Context: an optimization exercise on an open-source flow, tuned for small area. The choices shown serve that exercise and are no tape-out recipe. In this exercise RTL edits were held to simulation tests only and were not proved equivalent to the original.

## flow/design.v (module list and top-level ports; edited modules follow where they fit)
// module ES_top: 43 lines
// module freq_division: 24 lines
// module number: 32 lines
// module hr_wrap: 215 lines
// module hr_chain: 28 lines
// module display: 694 lines
// module freq_meter: 53 lines
// module duty_cycle_meter: 117 lines
// module dds_high_res: 98 lines
// module sine_rom: 332 lines
// module waveform_generator: 42 lines
module ES_top(
    input wire clk_t,
    input wire clr_t,
    input wire [7:0] sw_t,
    input wire [1:0] dip_t,
    input wire [9:0] ad_data_t,
    output wire clk_1kHz_t,
    output wire [7:0] seg_left_t,
    output wire [7:0] seg_right_t,
    output wire [3:0] an_left_t,
    output wire [3:0] an_right_t,
    output wire [13:0] dac_sum_t,
    input wire btn_up_t,
    input wire btn_down_t,
    input wire [1:0] waveform_sel_t,
    input wire mode_sel_t
    );
  // ...
==> flow/flow/run.sh <==
#!/bin/bash
# Own layout flow: the standard layout (standard.sh) with these changes:
#  - synthesis: the standard flow's synthesis script with an area-oriented ABC script
#    (flow/synth.tcl, flow/abc.script) and no full-adder extraction;
#  - every input and output port is buffered with buf_1.
# Each tool writes its log under orfs/logs/; make's own output goes to
# flow_make.log in the work folder.
set -euo pipefail
W=$(pwd)
bash "$W/standard.sh" \
  "SYNTH_SCRIPT=$W/flow/synth.tcl" \
  "ADDER_MAP_FILE=" \
  "BUFFER_PORTS_ARGS=-buffer_cell sky130_fd_sc_hd__buf_1" \
  finish > "$W/flow_make.log" 2>&1
==> flow/flow/abc.script <==
strash
&get -n
&deepsyn -S 1 -T 120
&put
dch
map -a
topo
==> flow/flow/synth.tcl <==
# The standard flow's synthesis script (synth_recipe.tcl) with one change: ABC runs the
# area script abc.script (beside this file) and gets no delay target.
proc synth {args} { yosys synth -nofsm -noshare {*}$args }
proc abc {args} {
  set i [lsearch -exact $args -script]
  if {$i >= 0} { set args [lreplace $args $i [expr {$i + 1}] -script $::own_abc_script] }
  set j [lsearch -exact $args -D]
  if {$j >= 0} { set args [lreplace $args $j [expr {$j + 1}]] }
  yosys abc {*}$args
}
set ::own_abc_script [file join [file dirname [file normalize [info script]]] abc.script]
source $::env(SCRIPTS_DIR)/synth.tcl
# left out here: clear keep_hierarchy, flatten, clean up, hide names made inside functions, write 1_2_yosys.v
==> flow/standard.sh <==
#!/bin/bash
# synth_recipe.tcl (not shown) runs the flow's synth.tcl, then flattens the netlist and writes it again
# the make line also repeats each setting of config.mk as NAME=value (left out here)
make -C /OpenROAD-flow-scripts/flow DESIGN_CONFIG=/design/flow/config.mk WORK_HOME=/design/flow/orfs CLKGATE_MAP_FILE= SYNTH_SCRIPT=/design/flow/synth_recipe.tcl "${@:-finish}"
==> flow/config.mk <==
export PLATFORM = sky130hd
export DESIGN_NAME = ES_top
export DESIGN_NICKNAME = ES_top
export VERILOG_FILES = /design/flow/design.v
export SDC_FILE = /design/flow/constraint.sdc
export NUM_CORES = 8
export LEC_CHECK = 0
export ABC_AREA = 1
export CAP_MARGIN = 20
export CORE_MARGIN = 2
export CORE_UTILIZATION = 60
export CTS_BUF_LIST = sky130_fd_sc_hd__clkbuf_8
export SLEW_MARGIN = 20
==> flow/constraint.sdc <==
create_clock -name core_clock -period 300.0 [get_ports {clk_t}]
set_input_delay 60.0000 -clock core_clock [delete_from_list [all_inputs] [get_ports {clk_t}]]
set_output_delay 60.0000 -clock core_clock [all_outputs]
set_load 0.01 [all_outputs]
==> run notes, run 1 <==
outcome timing/DRC/antenna clean; final-layout fill cell count approximately 1700; sequential cell area share 33.8%; antenna violations before repair 0; placed cells roughly 1900; Die Wd 139 um; Multi-input gate area 5960 um^2; core area roughly 18000 um^2; CP Launch Type primary input; kind of critical path primary input to output pin; R2R depth 50; EDFF count, synth 19; commonest non-fill, non-tap cell in the layout nor2_1; clock sink total approximately 160; max cap viols 0; synth top area cells dfrtp_1 24%, nor2_1 9.7%, nand2_1 9.4%; achievable frequency approximately 0.0077 GHz; DRT Wirelength 25900 um; WP data required roughly 240 ns; post-CTS setup repair buffer count 0; clk cell area share 3.24%; clk root buf clkbuf_8; post-route ant nets 0; crit-path max FO 9; worst r2r src u_duty_cycle_meter.p[1]; Die Y 139 um; fin crit period 129.18 ns; Top Metal Used met4
==> inputs of run 2 (changes only) <==
--- a/flow/flow/run.sh
+++ b/flow/flow/run.sh
@@ -11,4 +11,5 @@
   "SYNTH_SCRIPT=$W/flow/synth.tcl" \
   "ADDER_MAP_FILE=" \
   "BUFFER_PORTS_ARGS=-buffer_cell sky130_fd_sc_hd__buf_1" \
+  "CTS_ARGS=-sink_clustering_enable -repair_clock_nets -buf_list sky130_fd_sc_hd__clkbuf_8 -dont_use_dummy_load" \
   finish > "$W/flow_make.log" 2>&1
==> flow/flow/abc.script (replaced) <==
strash
dch
amap -F 4 -A 8
topo
==> run notes, run 2 <==
antenna violations before repair 1 (was 0); Clock Pin Slew Worst Setup and Hold Paths 0.06 ns (was 0.08 ns); Multi-input gate area 5780 um^2 (was 5960 um^2); Most Frequent Cell on Critical Path o21ai_0 (was nor2_1); Worst path slowest cell o21ai_0 (was or3_2); synth top area cells dfrtp_1 25%, o21ai_0 11%, nor2_1 10% (was dfrtp_1 24%, nor2_1 9.7%, nand2_1 9.4%); Final Non-Filler Cells 1784 (was 1894); GRT Residual Overflow 0 (unchanged); outcome timing/DRC/antenna clean (unchanged); total negative slack 0 ns (unchanged); share of layout cells above drive strength 1 2.44% (was 5.35%); CTS tree done (unchanged); clock sink total 162 (unchanged); Initial Util 61.0% (was 60.9%); Largest regs u_duty_cycle_meter.x (20), u_freq_meter.freq_bcd (14) (unchanged); Seq cells post-synth 162 (unchanged); post-CTS setup repair buffer count 0 (unchanged); DRC Markers 0 (unchanged); Die Wd 136 um (was 139 um); commonest non-fill, non-tap cell in the layout nor2_1 (unchanged); largest net degree at the start of global routing 60 (unchanged); Tightest Pin Transition 0.908 ns (was 0.793 ns); Via density 6.10 (was 5.48); cts hold-fix bufs 0 (unchanged); setup violators final 0 (unchanged); max reg flops 20 (unchanged); met3 usage in global routing 4.18% (was 4.21%); Max stage delay on crit path 0.55 ns (was 0.51 ns); Tcrit/Tclk final 44.0% (was 43.1%); first-pass GRT wire length 44400 um (was 43700 um); GR Util met2 46.4% (was 42.1%); gpl congestion 0.975 (was 0.976); clk buf depth 2 (unchanged); top-area cell type share of the netlist area 24.6% (was 23.7%); vias in the first global route 9378 (was 9396); P&R area growth vs syn 7.78% (was 8.43%); H-tree depth 4 (unchanged); clk latency of the worst-skew pair 0.45 ns (was 0.47 ns); RSZ-0062 raised after global routing no (unchanged); total track usage 29.7% (was 27.1%); post-CTS sizing 0 (unchanged); max cap viols 0 (unchanged); Synth top cells by count 288 x nor2_1, 223 x o21ai_0, 183 x clkinv_1 (was 283 x nor2_1, 273 x nand2_1, 245 x clkinv_1); kind of critical path primary input to output pin (unchanged); most frequent cells in the layout 288 x nor2_1, 223 x o21ai_0, 182 x clkinv_1, 140 x nand2_1, 128 x a21oi_1 (was 283 x nor2_1, 273 x nand2_1, 244 x clkinv_1, 140 x o21ai_0, 103 x dfrtp_1); relative slew slack 37.9% (was 47.2%); achievable frequency 0.00757 GHz (was 0.00774 GHz); placed cells 1766 (was 1862); ys async rst share 67.9% (unchanged); Yosys Warn Count 7 (unchanged); CP Launch Type primary input (unchanged); num rows 48 (was 49); Sequential cell area 3990 um^2 (unchanged); Die Y 136 um (was 139 um); # port buffers 59 (unchanged); most numerous cell in the Yosys netlist nor2_1 (unchanged); synthesized area 10500 um^2 (was 10900 um^2); final-layout fill cell count 1573 (was 1653); Avg WL per Cell 15.4 um (was 13.7 um); violation count after the first detailed-route iteration 915 (was 721); DR pass1 iterations 9 (was 6); Synth Flop Type dfrtp_1 (unchanged); clk root buf clkbuf_8 (unchanged); DIE AREA 18500 um^2 (was 19300 um^2); ANT cells 0 (unchanged); WP data required 240.00 ns (about the same); worst min-delay path class flip-flop to flip-flop (unchanged); Buf/Inv on CP 9 (unchanged); layer with the highest usage met2 (unchanged); met1 global-route usage 42.8% (was 39.4%); hpwl dp 20600 um (was 19900 um); core area 17200 um^2 (was 17900 um^2); Hold Violations, Final 0 (unchanged); fin crit period 132.05 ns (was 129.18 ns); Layout Nets 1588 (was 1679); crit path DAT 72.05 ns (was 69.18 ns); TritonCTS Buffers 17 (unchanged); Crit path max-delay family compound AO/OA/AOI/OAI gates (was simple AND/OR/NAND/NOR gates); Largest Register u_duty_cycle_meter.x (unchanged); DRT Wirelength 27500 um (was 25900 um); Yosys cell types 52 (was 48); I/O pin count 66 (unchanged); crit path capture type output pin (unchanged); post-synth top area cell dfrtp_1 (unchanged); Clock Skew 0.0437 ns (was 0.0141 ns); register area share after synthesis 38.1% (was 36.6%); Final Max Slew Viols 0 (unchanged); crit-path max FO 11 (was 9); EDFF count, synth 19 (unchanged); Synth Instances 1472 (was 1569); post-route ant nets 0 (unchanged); syn_area_per_cell 7.12 um^2 (was 6.94 um^2); via count 10900 (was 10400)
run 2: per-stage QoR:
| step | instance area (um^2) | worst slack, ns | util (%) | hold WS, ns |
|---|---|---|---|---|
| 2_1_floorplan | 10500 | 170.40 | - | 0.330 |
| 3_3_place_gp | 11100 | 168.64 | 64.3 | 0.332 |
| 3_5_place_dp | 11100 | 168.20 | 64.3 | 0.335 |
| 4_1_cts | 11300 | 168.14 | 65.7 | 0.349 |
| 5_1_grt | 11300 | 166.24 | 65.8 | 0.360 |
| 6_report | 11300 | 167.95 | 65.8 | 0.348 |
run 2: worst paths after layout:
path	startpoint	end	slack [ns]	depth (start not counted)
max in group asynchronous	clr_t	u_freq_meter.freq_bcd[10]	239.15	3
min	u_waveform_gen.wdata[1]	u_waveform_gen.dac_hi[1]	0.35	0
min in group asynchronous	clr_t	u_dds_high_res.dac_data[6]	59.62	2
max reg2reg	u_duty_cycle_meter.p[0]	u_duty_cycle_meter.x[7]	290.31	50
max	sw_t[3]	seg_left_t[3]	167.95	64
min reg2reg	u_waveform_gen.wdata[1]	u_waveform_gen.dac_hi[1]	0.35	0
run 2: worst register-to-register path, delay by kind of cell, from the launching register on:
family                 cells  cell delay (ns)
buffers and inverters      4             1.27
AND/OR/NAND/NOR            6             0.82
flip-flops                 1             0.38
AO/OA/AOI/OAI             40             6.97
run 2: cell type report:
cell class	count	area share, %
tap	225	2.49
inverter	183	6.10
multi-input combinational	1126	51.2
clock buffer	17	2.07
timing repair buffer	71	2.82
sequential	162	35.3
run 2: cells by family (layout without fill, tap and decap cells):
kind of cell | after synthesis | after routing | synth area share, %
DFF | 162 | 162 | 38.1
xor gates and xnor gates | 2 | 2 | 0.167
other | 1 | 6 | 0.0358
AOI/OAI and AO/OA | 582 | 582 | 33.6
and+or+nand+nor | 536 | 536 | 21.1
buffers and inverters | 189 | 271 | 6.98
run 2: metal layers:
layer / share of wire [%] / vias to the layer above / wire [um]
met5: 0.047 / - / 13
met4: 1.8 / 2 / 502
met3: 5.6 / 45 / 1550
met2: 45 / 390 / 12300
met1: 48 / 4932 / 13200
li1: - / 5515 / -
==> inputs of run 3 (changes only) <==
--- a/flow/flow/run.sh
+++ b/flow/flow/run.sh
@@ -11,5 +11,5 @@
   "SYNTH_SCRIPT=$W/flow/synth.tcl" \
   "ADDER_MAP_FILE=" \
   "BUFFER_PORTS_ARGS=-buffer_cell sky130_fd_sc_hd__buf_1" \
-  "CTS_ARGS=-sink_clustering_enable -repair_clock_nets -buf_list sky130_fd_sc_hd__clkbuf_8 -dont_use_dummy_load" \
+  "CTS_ARGS=-sink_clustering_enable -repair_clock_nets -buf_list sky130_fd_sc_hd__clkbuf_16 -dont_use_dummy_load -sink_clustering_size 40 -sink_clustering_max_diameter 300" \
   finish > "$W/flow_make.log" 2>&1
==> run notes, run 3 <==
hpwl dp 20600 um (unchanged); share of layout cells above drive strength 1 2.44% (unchanged); synthesized area 10500 um^2 (unchanged); RSZ-0062 raised after global routing no (unchanged); crit path DAT 72.07 ns (was 72.05 ns); clock sink total 162 (unchanged); synth top area cells dfrtp_1 25%, o21ai_0 11%, nor2_1 10% (unchanged); Die Y 136 um (unchanged); # port buffers 59 (unchanged); worst min-delay path class flip-flop to flip-flop (unchanged); Seq cells post-synth 162 (unchanged); Tcrit/Tclk final 44.0% (about the same); most frequent cells in the layout 288 x nor2_1, 223 x o21ai_0, 182 x clkinv_1, 140 x nand2_1, 128 x a21oi_1 (unchanged); DIE AREA 18500 um^2 (unchanged); pre-CTS setup slack 168.20 ns (unchanged); Tightest Pin Transition 0.914 ns (was 0.908 ns); antenna violations before repair 1 (unchanged); Synth Instances 1472 (unchanged); ys async rst share 67.9% (unchanged); WP data required 240.00 ns (about the same); crit path capture type output pin (unchanged); I/O pin count 66 (unchanged); Clock Skew 0.0372 ns (was 0.0437 ns); CP Launch Type primary input (unchanged); vias in the first global route 9581 (was 9378); CTS tree done (unchanged); core area 17200 um^2 (unchanged); placed cells 1766 (unchanged); Final Max Slew Viols 0 (unchanged); Yosys Warn Count 7 (unchanged); RR Endpoint u_duty_cycle_meter.x[7] (unchanged); DR pass1 iterations 8 (was 9); Die Wd 136 um (unchanged); Yosys cell types 52 (unchanged); largest net degree at the start of global routing 60 (unchanged); Synth Flop Type dfrtp_1 (unchanged); Final Non-Filler Cells 1784 (unchanged); Largest regs u_duty_cycle_meter.x (20), u_freq_meter.freq_bcd (14) (unchanged); fin crit period 132.07 ns (was 132.05 ns); clk buf depth 2 (unchanged); placed cell area 11100 um^2 (unchanged); total negative slack 0 ns (unchanged); max cap viols 0 (unchanged); Most Frequent Cell on Critical Path o21ai_0 (unchanged); Max stage delay on crit path 0.56 ns (was 0.55 ns); DRT Wirelength 28100 um (was 27500 um); worst r2r src u_duty_cycle_meter.p[0] (unchanged); final worst setup slack 167.93 ns (was 167.95 ns); GRT Residual Overflow 0 (unchanged); violation count after the first detailed-route iteration 948 (was 915); Layout Nets 1588 (unchanged); Avg WL per Cell 15.7 um (was 15.4 um); DRC Markers 0 (unchanged); commonest non-fill, non-tap cell in the layout nor2_1 (unchanged); Finished Cell Area 11500 um^2 (was 11300 um^2); register area share after synthesis 38.1% (unchanged); Worst path slowest cell o21ai_0 (unchanged); top-area cell type share of the netlist area 24.6% (unchanged); Synth top cells by count 288 x nor2_1, 223 x o21ai_0, 183 x clkinv_1 (unchanged); WHS Path Cells 0 (unchanged); H-tree depth 4 (unchanged); Finished Core Util 66.9% (was 65.8%); ANT cells 0 (unchanged); cts hold-fix bufs 0 (unchanged); Reg2Reg Setup Slack 290.23 ns (was 290.31 ns); post-CTS setup repair buffer count 0 (unchanged); num rows 48 (unchanged); first-pass GRT wire length 45400 um (was 44400 um); syn_area_per_cell 7.12 um^2 (unchanged); Hold Violations, Final 0 (unchanged); Initial Util 61.0% (unchanged); R2R depth 50 (unchanged); most numerous cell in the Yosys netlist nor2_1 (unchanged); max reg flops 20 (unchanged); Clock Pin Slew Worst Setup and Hold Paths 0.05 ns (was 0.06 ns); Via density 6.12 (was 6.10); post-CTS sizing 0 (unchanged); Largest Register u_duty_cycle_meter.x (unchanged); outcome timing/DRC/antenna clean (unchanged); clk root buf clkbuf_16 (was clkbuf_8); setup violators final 0 (unchanged); relative slew slack 37.5% (was 37.9%); total track usage 30.4% (was 29.7%); Hold Path End u_waveform_gen.dac_hi[1] (unchanged); via count 10900 (about the same); post-route ant nets 0 (unchanged); achievable frequency 0.00757 GHz (about the same); crit-path max FO 11 (unchanged); clk latency of the worst-skew pair 0.42 ns (was 0.45 ns); gpl congestion 0.975 (unchanged); hold_sp u_waveform_gen.wdata[1] (unchanged); kind of critical path primary input to output pin (unchanged); EDFF count, synth 19 (unchanged); TritonCTS Buffers 17 (unchanged); post-synth top area cell dfrtp_1 (unchanged); P&R area growth vs syn 9.57% (was 7.78%)
[run 3: critical path, delay by kind of cell]
family                 cells  cell delay, ns
AOI/OAI and AO/OA         34            7.44
and+or+nand+nor           21            2.73
buffers and inverters      9            1.89
[run 3: worst max-delay path by stage]
stage / startpoint / endpoint / slack (ns) / cells past startpoint
floorplan: sw_t[3] / seg_left_t[3] / 170.40 / 61
global placement: sw_t[3] / seg_left_t[3] / 168.64 / 64
detailed placement: sw_t[3] / seg_left_t[3] / 168.20 / 64
CTS: sw_t[3] / seg_left_t[3] / 168.13 / 64
global route: sw_t[3] / seg_left_t[3] / 166.24 / 64
finish: sw_t[3] / seg_left_t[3] / 167.93 / 64
[run 3: final cells by class]
type / count / area [um^2]
multi-input combinational: 1126 / 5780
fill: 1539 / 5690
sequential: 162 / 3990
inverter: 183 / 689
clock buffer: 17 / 425
timing repair buffer: 71 / 315
tap: 225 / 282
[run 3: logic make-up (layout without fill, tap and decap cells)]
logic type	count (synthesis)	count (layout)	share of synthesized area, %
AND/OR/NAND/NOR	536	536	21.1
flip-flops	162	162	38.1
other	1	6	0.0358
AO/OA/AOI/OAI	582	582	33.6
buffers and inverters	189	271	6.98
XOR/XNOR	2	2	0.167
[run 3: stage by stage]
step           hold WS [ns]
2_1_floorplan         0.330
3_3_place_gp          0.332
3_5_place_dp          0.335
4_1_cts               0.346
5_1_grt               0.357
6_report              0.346
[run 3: metal layers]
layer  GRT usage, %  vias to the layer above  wire length [um]
li1               -                     5519                 -
met1           43.2                     4956             13100
met2           48.8                      399             12600
met3           3.91                       49              1760
met4           8.68                        2               546
met5              0                        -                13
==> inputs of run 4 (changes only) <==
--- a/flow/flow/run.sh
+++ b/flow/flow/run.sh
@@ -11,5 +11,5 @@
   "SYNTH_SCRIPT=$W/flow/synth.tcl" \
   "ADDER_MAP_FILE=" \
   "BUFFER_PORTS_ARGS=-buffer_cell sky130_fd_sc_hd__buf_1" \
-  "CTS_ARGS=-sink_clustering_enable -repair_clock_nets -buf_list sky130_fd_sc_hd__clkbuf_16 -dont_use_dummy_load -sink_clustering_size 40 -sink_clustering_max_diameter 300" \
+  "CTS_ARGS=-sink_clustering_enable -repair_clock_nets -buf_list sky130_fd_sc_hd__clkbuf_8 -dont_use_dummy_load -sink_clustering_size 30 -sink_clustering_max_diameter 200" \
   finish > "$W/flow_make.log" 2>&1
==> run notes, run 4 <==
H-tree depth 4 (unchanged); antenna violations before repair 1 (unchanged); Initial Util 61.0% (unchanged); Reg2Reg Setup Slack 290.31 ns (was 290.23 ns); hpwl dp 20600 um (unchanged); Largest regs u_duty_cycle_meter.x (20), u_freq_meter.freq_bcd (14) (unchanged); R2R depth 50 (unchanged); violation count after the first detailed-route iteration 915 (was 948); Yosys Warn Count 7 (unchanged); Most Frequent Cell on Critical Path o21ai_0 (unchanged); Synth Instances 1472 (unchanged); Max stage delay on crit path 0.55 ns (was 0.56 ns); Hold Violations, Final 0 (unchanged); num rows 48 (unchanged); achievable frequency 0.00757 GHz (about the same); Layout Nets 1588 (unchanged); GRT Residual Overflow 0 (unchanged); # port buffers 59 (unchanged); most frequent cells in the layout 288 x nor2_1, 223 x o21ai_0, 182 x clkinv_1, 140 x nand2_1, 128 x a21oi_1 (unchanged); Avg WL per Cell 15.4 um (was 15.7 um); synth top area cells dfrtp_1 25%, o21ai_0 11%, nor2_1 10% (unchanged); Die Wd 136 um (unchanged); DR pass1 iterations 9 (was 8); WHS Path Cells 0 (unchanged); CTS tree done (unchanged); core area 17200 um^2 (unchanged); EDFF count, synth 19 (unchanged); fin crit period 132.05 ns (was 132.07 ns); vias in the first global route 9378 (was 9581); Via density 6.10 (was 6.12); share of layout cells above drive strength 1 2.44% (unchanged); DIE AREA 18500 um^2 (unchanged); crit-path max FO 11 (unchanged); clock sink total 162 (unchanged); Worst path slowest cell o21ai_0 (unchanged); post-CTS setup repair buffer count 0 (unchanged); syn_area_per_cell 7.12 um^2 (unchanged); ys async rst share 67.9% (unchanged); register area share after synthesis 38.1% (unchanged); RSZ-0062 raised after global routing no (unchanged); setup violators final 0 (unchanged); I/O pin count 66 (unchanged); worst min-delay path class flip-flop to flip-flop (unchanged); clk latency of the worst-skew pair 0.45 ns (was 0.42 ns); Finished Cell Area 11300 um^2 (was 11500 um^2); WP data required 240.00 ns (about the same); final-layout fill cell count 1573 (was 1539); Synth top cells by count 288 x nor2_1, 223 x o21ai_0, 183 x clkinv_1 (unchanged); TritonCTS Buffers 17 (unchanged); Clock Pin Slew Worst Setup and Hold Paths 0.06 ns (was 0.05 ns); worst r2r src u_duty_cycle_meter.p[0] (unchanged); commonest non-fill, non-tap cell in the layout nor2_1 (unchanged); RR Endpoint u_duty_cycle_meter.x[7] (unchanged); via count 10900 (about the same); kind of critical path primary input to output pin (unchanged); Hold Path End u_waveform_gen.dac_hi[1] (unchanged); max cap viols 0 (unchanged); Tcrit/Tclk final 44.0% (about the same); clk root buf clkbuf_8 (was clkbuf_16); placed cell area 11100 um^2 (unchanged); Clock Skew 0.0437 ns (was 0.0372 ns); post-route ant nets 0 (unchanged); crit path DAT 72.05 ns (was 72.07 ns); synthesized area 10500 um^2 (unchanged); Largest Register u_duty_cycle_meter.x (unchanged); Yosys cell types 52 (unchanged); crit path capture type output pin (unchanged); final worst setup slack 167.95 ns (was 167.93 ns); DRC Markers 0 (unchanged); most numerous cell in the Yosys netlist nor2_1 (unchanged); largest net degree at the start of global routing 60 (unchanged); cts hold-fix bufs 0 (unchanged); total track usage 29.7% (was 30.4%); outcome timing/DRC/antenna clean (unchanged); Die Y 136 um (unchanged); Tightest Pin Transition 0.908 ns (was 0.914 ns); post-CTS sizing 0 (unchanged); top-area cell type share of the netlist area 24.6% (unchanged); first-pass GRT wire length 44400 um (was 45400 um); hold_sp u_waveform_gen.wdata[1] (unchanged); pre-CTS setup slack 168.20 ns (unchanged); P&R area growth vs syn 7.78% (was 9.57%); Synth Flop Type dfrtp_1 (unchanged); clk buf depth 2 (unchanged); DRT Wirelength 27500 um (was 28100 um); ANT cells 0 (unchanged); relative slew slack 37.9% (was 37.5%); max reg flops 20 (unchanged); Seq cells post-synth 162 (unchanged); Final Max Slew Viols 0 (unchanged); post-synth top area cell dfrtp_1 (unchanged); Finished Core Util 65.8% (was 66.9%); total negative slack 0 ns (unchanged); CP Launch Type primary input (unchanged); gpl congestion 0.975 (unchanged)
## run 4: cell types whose count changed in the layout (fill, tap and decap cells not counted)
cell | previous run | this run
clkbuf_16 | 17 | 0
clkbuf_8 | 0 | 17
buf_6 | 1 | 0
buf_8 | 0 | 1
## run 4: cell families (layout without fill, tap and decap cells)
kind of cell,count (synthesis),after routing,synth area share (%)
compound gates,582,582,33.6
simple gates,536,536,21.1
flops,162,162,38.1
xor+xnor,2,2,0.167
other cells,1,6,0.0358
buf+inv,189,271,6.98
## run 4: critical path: cells and delay by family
family,cells,cell delay (ns)
AOI/OAI and AO/OA,34,7.42
buffers and inverters,9,1.88
and+or+nand+nor,21,2.74
## run 4: per-layer routing
metal / up-vias / routed length, um / part of all wire (%) / track usage (%)
met5: - / 13 / 0.047 / 0
met4: 2 / 502 / 1.8 / 9.09
met3: 45 / 1550 / 5.6 / 4.18
met2: 390 / 12300 / 45 / 46.4
met1: 4932 / 13200 / 48 / 42.8
li1: 5515 / - / - / -
## run 4: how the worst max path moves through the flow
stage,from,to,depth (start not counted)
after detailed placement,sw_t[3],seg_left_t[3],64
after global routing,sw_t[3],seg_left_t[3],64
after CTS,sw_t[3],seg_left_t[3],64
final,sw_t[3],seg_left_t[3],64
after global placement,sw_t[3],seg_left_t[3],64
after floorplan,sw_t[3],seg_left_t[3],61
## run 4: layout make-up
type | instances | area, um^2 | area share (%)
clock buffers | 17 | 234 | 2.07
repair buffers | 71 | 319 | 2.82
inverters | 183 | 689 | 6.10
well taps | 225 | 282 | 2.49
flip-flops and latches | 162 | 3990 | 35.3
multi-input cells | 1126 | 5780 | 51.2
## run 4: metrics by stage
stage / instances / hold WS (ns)
final: 1784 / 0.348
after global routing: 1784 / 0.360
after CTS: 1783 / 0.349
after detailed placement: 1766 / 0.335
after global placement: 1766 / 0.332
after floorplan: 1477 / 0.330
==> inputs of run 5 (changes only) <==
==> flow/run.sh (new file) <==
#!/bin/bash
# synth_recipe.tcl (not shown) runs the flow's synth.tcl, then flattens the netlist and writes it again
# the make line also repeats each setting of config.mk as NAME=value (left out here)
make -C /OpenROAD-flow-scripts/flow DESIGN_CONFIG=/design/flow/config.mk WORK_HOME=/design/flow/orfs CLKGATE_MAP_FILE= SYNTH_SCRIPT=/design/flow/synth_recipe.tcl finish
removed: flow/flow/run.sh
removed: flow/flow/abc.script
removed: flow/flow/synth.tcl
removed: flow/standard.sh
==> run notes, run 5 <==
CP Launch Type primary input (unchanged); setup violators final 0 (unchanged); Multi-input gate area 6390 um^2 (was 5780 um^2); Synth Instances 1280 (was 1472); final-layout fill cell count 1510 (was 1573); R2R depth 37 (was 50); post-CTS setup repair buffer count 0 (unchanged); worst r2r src u_duty_cycle_meter.p[0] (unchanged); Yosys Warn Count 7 (unchanged); Sequential cell area 3990 um^2 (unchanged); max cap viols 0 (unchanged); commonest non-fill, non-tap cell in the layout nand2_1 (was nor2_1); crit path DAT 70.71 ns (was 72.05 ns); Seq cells post-synth 162 (unchanged); Reg2Reg Setup Slack 286.29 ns (was 290.31 ns); Worst path slowest cell clkdlybuf4s50_1 (was o21ai_0); cts hold-fix bufs 0 (unchanged); synthesized area 11300 um^2 (was 10500 um^2); Via density 5.48 (was 6.10); Largest Register u_duty_cycle_meter.x (unchanged); fin crit period 130.71 ns (was 132.05 ns); GRT Residual Overflow 0 (unchanged); Tightest Pin Transition 0.875 ns (was 0.908 ns); placed cells 1555 (was 1766); gpl congestion 0.902 (was 0.975); total negative slack 0 ns (unchanged); cell depth of the worst setup path 51 (was 64); Clock Pin Slew Worst Setup and Hold Paths 0.09 ns (was 0.06 ns); Largest regs u_duty_cycle_meter.x (20), u_freq_meter.freq_bcd (14) (unchanged); Most Frequent Cell on Critical Path nand2_1 (was o21ai_0); crit-path max FO 11 (unchanged); ANT cells 0 (unchanged); Final Non-Filler Cells 1587 (was 1784); most frequent cells in the layout 209 x nand2_1, 204 x inv_1, 109 x nor2_1, 103 x dfrtp_1, 102 x ha_1 (was 288 x nor2_1, 223 x o21ai_0, 182 x clkinv_1, 140 x nand2_1, 128 x a21oi_1); EDFF count, synth 19 (unchanged); TritonCTS Buffers 17 (unchanged); Buf/Inv on CP 9 (unchanged); Tcrit/Tclk final 43.6% (was 44.0%); Clock Skew 0.0171 ns (was 0.0437 ns); Yosys cell types 62 (was 52); clk buf depth 2 (unchanged); share of layout cells above drive strength 1 7.69% (was 2.44%); DR pass1 iterations 5 (was 9); post-synth top area cell dfrtp_1 (unchanged); core area 18600 um^2 (was 17200 um^2); Die Y 141 um (was 136 um); vias in the first global route 8826 (was 9378); violation count after the first detailed-route iteration 443 (was 915); Synth top cells by count 209 x nand2_1, 205 x inv_1, 109 x nor2_1 (was 288 x nor2_1, 223 x o21ai_0, 183 x clkinv_1); most numerous cell in the Yosys netlist nand2_1 (was nor2_1); worst min-delay path class flip-flop to flip-flop (unchanged); register area share after synthesis 35.3% (was 38.1%); hpwl dp 18500 um (was 20600 um); ys async rst share 67.9% (unchanged); num rows 50 (was 48); synth top area cells dfrtp_1 23%, fa_1 13%, ha_1 11% (was dfrtp_1 25%, o21ai_0 11%, nor2_1 10%); DRT Wirelength 23900 um (was 27500 um); CTS tree done (unchanged); crit path capture type output pin (unchanged); H-tree depth 4 (unchanged); largest net degree at the start of global routing 83 (was 60); achievable frequency 0.00765 GHz (was 0.00757 GHz); RSZ-0062 raised after global routing no (unchanged); Die Wd 141 um (was 136 um); outcome timing/DRC/antenna clean (unchanged); first-pass GRT wire length 41600 um (was 44400 um); Finished Core Util 67.4% (was 65.8%); Final Max Slew Viols 0 (unchanged); antenna violations before repair 0 (was 1); P&R area growth vs syn 10.7% (was 7.78%); clock sink total 162 (unchanged); relative slew slack 41.2% (was 37.9%); WP data required 240.00 ns (about the same); via count 8704 (was 10900); clk latency of the worst-skew pair 0.46 ns (was 0.45 ns); Synth Flop Type dfrtp_1 (unchanged); Crit path max-delay family adder cells (was compound AO/OA/AOI/OAI gates); max reg flops 20 (unchanged); I/O pin count 66 (unchanged); Layout Nets 1542 (was 1588); Avg WL per Cell 15.1 um (was 15.4 um); post-route ant nets 0 (unchanged); Initial Util 60.9% (was 61.0%); total track usage 25.9% (was 29.7%); CP Launch Point sw_t[6] (was sw_t[3]); RR Endpoint u_duty_cycle_meter.x[10] (was u_duty_cycle_meter.x[7]); clk root buf clkbuf_8 (unchanged); # port buffers 59 (unchanged); top-area cell type share of the netlist area 22.8% (was 24.6%); Hold Violations, Final 0 (unchanged); post-CTS sizing 0 (unchanged); Max stage delay on crit path 0.70 ns (was 0.55 ns); kind of critical path primary input to output pin (unchanged); worst setup path endpoint seg_right_t[3] (was seg_left_t[3]); DIE AREA 20000 um^2 (was 18500 um^2); syn_area_per_cell 8.84 um^2 (was 7.12 um^2); DRC Markers 0 (unchanged)
==> run 5: cell count changes in the layout (fill, tap and decap cells not counted), moves of 67 or more <==
cell,before,now
clkinv_1,182,5
o21ai_0,223,92
a21oi_1,128,50
fa_1,0,73
ha_1,0,102
inv_1,0,204
nor2_1,288,109
nand2_1,140,209
o22ai_1,78,11
==> run 5: worst min-delay path by stage <==
stage	end	cells after the start	slack [ns]	start
final	u_dds_high_res.dac_sum[5]	0	0.35	u_dds_high_res.dac_data[5]
after global routing	u_waveform_gen.dac_hi[0]	0	0.36	u_waveform_gen.wdata[0]
after CTS	u_dds_high_res.dac_sum[5]	0	0.35	u_dds_high_res.dac_data[5]
after detailed placement	u_dds_high_res.dac_sum[3]	0	0.33	u_dds_high_res.dac_data[3]
after global placement	u_dds_high_res.dac_sum[5]	0	0.33	u_dds_high_res.dac_data[5]
after floorplan	u_freq_meter.sl_d1	0	0.32	u_freq_meter.sl
==> run 5: cell type report <==
| cell class | instances | share of cell area [%] |
|---|---|---|
| timing repair buffer | 65 | 5.11 |
| sequential | 162 | 31.9 |
| multi-input combinational | 881 | 51.1 |
| clock buffer | 17 | 1.87 |
| tap | 234 | 2.34 |
| inverter | 213 | 6.43 |
| clock inverter | 15 | 1.32 |
==> run 5: logic make-up after synthesis <==
family          Yosys count  synth area share (%)
compound gates          216                  11.4
xor+xnor                 26                  2.01
fa+ha+maj               175                  24.2
buf+inv                 242                  8.36
flops                   162                  35.3
mux                      19                  1.89
other cells               1                0.0332
simple gates            439                  16.8
==> run 5: routing by layer <==
metal	up-vias	track usage, %	wire length (um)
met5	-	0	0
met4	0	5.68	291
met3	27	4.32	882
met2	185	45.6	12100
met1	4188	33.8	10700
li1	4304	-	-
==> run 5: stage by stage <==
step,hold WS (ns),setup slack [ns],cell area [um^2]
after floorplan,0.323,171.19,11300
after global placement,0.333,169.62,12100
after detailed placement,0.335,169.39,12100
after CTS,0.353,169.35,12500
after global routing,0.363,168.54,12500
final,0.349,169.29,12500

==> separate check: timing with driven ports <==
How much do the figures lean on ideal ports? The routed layouts below were timed once more, with nothing changed but the port constraints. Step 1: set_driving_cell puts a clkbuf_16 on clk_t and a buf_2 on each other input, an assumption about the parent block. Step 2 times the ports against the registers' clock, not the clock port: input delays grow and output delays shrink by t, the midpoint of the rising clock arrivals with the driver on. Three values: ideal, step 1, step 2; two values: the first two.
run | t (ns) | setup WS [ns] | hold WS [ns] | pins driven straight from the clock port
run 1 | 0.503 | 170.819 / 170.783 / 170.783 | 0.353 / 0.353 / 0.353 | 1
run 2 | 0.473 | 167.952 / 167.909 / 167.909 | 0.348 / 0.348 / 0.348 | 1
run 3 | 0.453 | 167.931 / 167.889 / 167.889 | 0.346 / 0.346 / 0.346 | 1
run 4 | 0.473 | 167.952 / 167.909 / 167.909 | 0.348 / 0.348 / 0.348 | 1
run 5 | 0.496 | 169.294 / 169.271 / 169.271 | 0.349 / 0.349 / 0.349 | 1
After both steps every run listed still meets setup and hold.
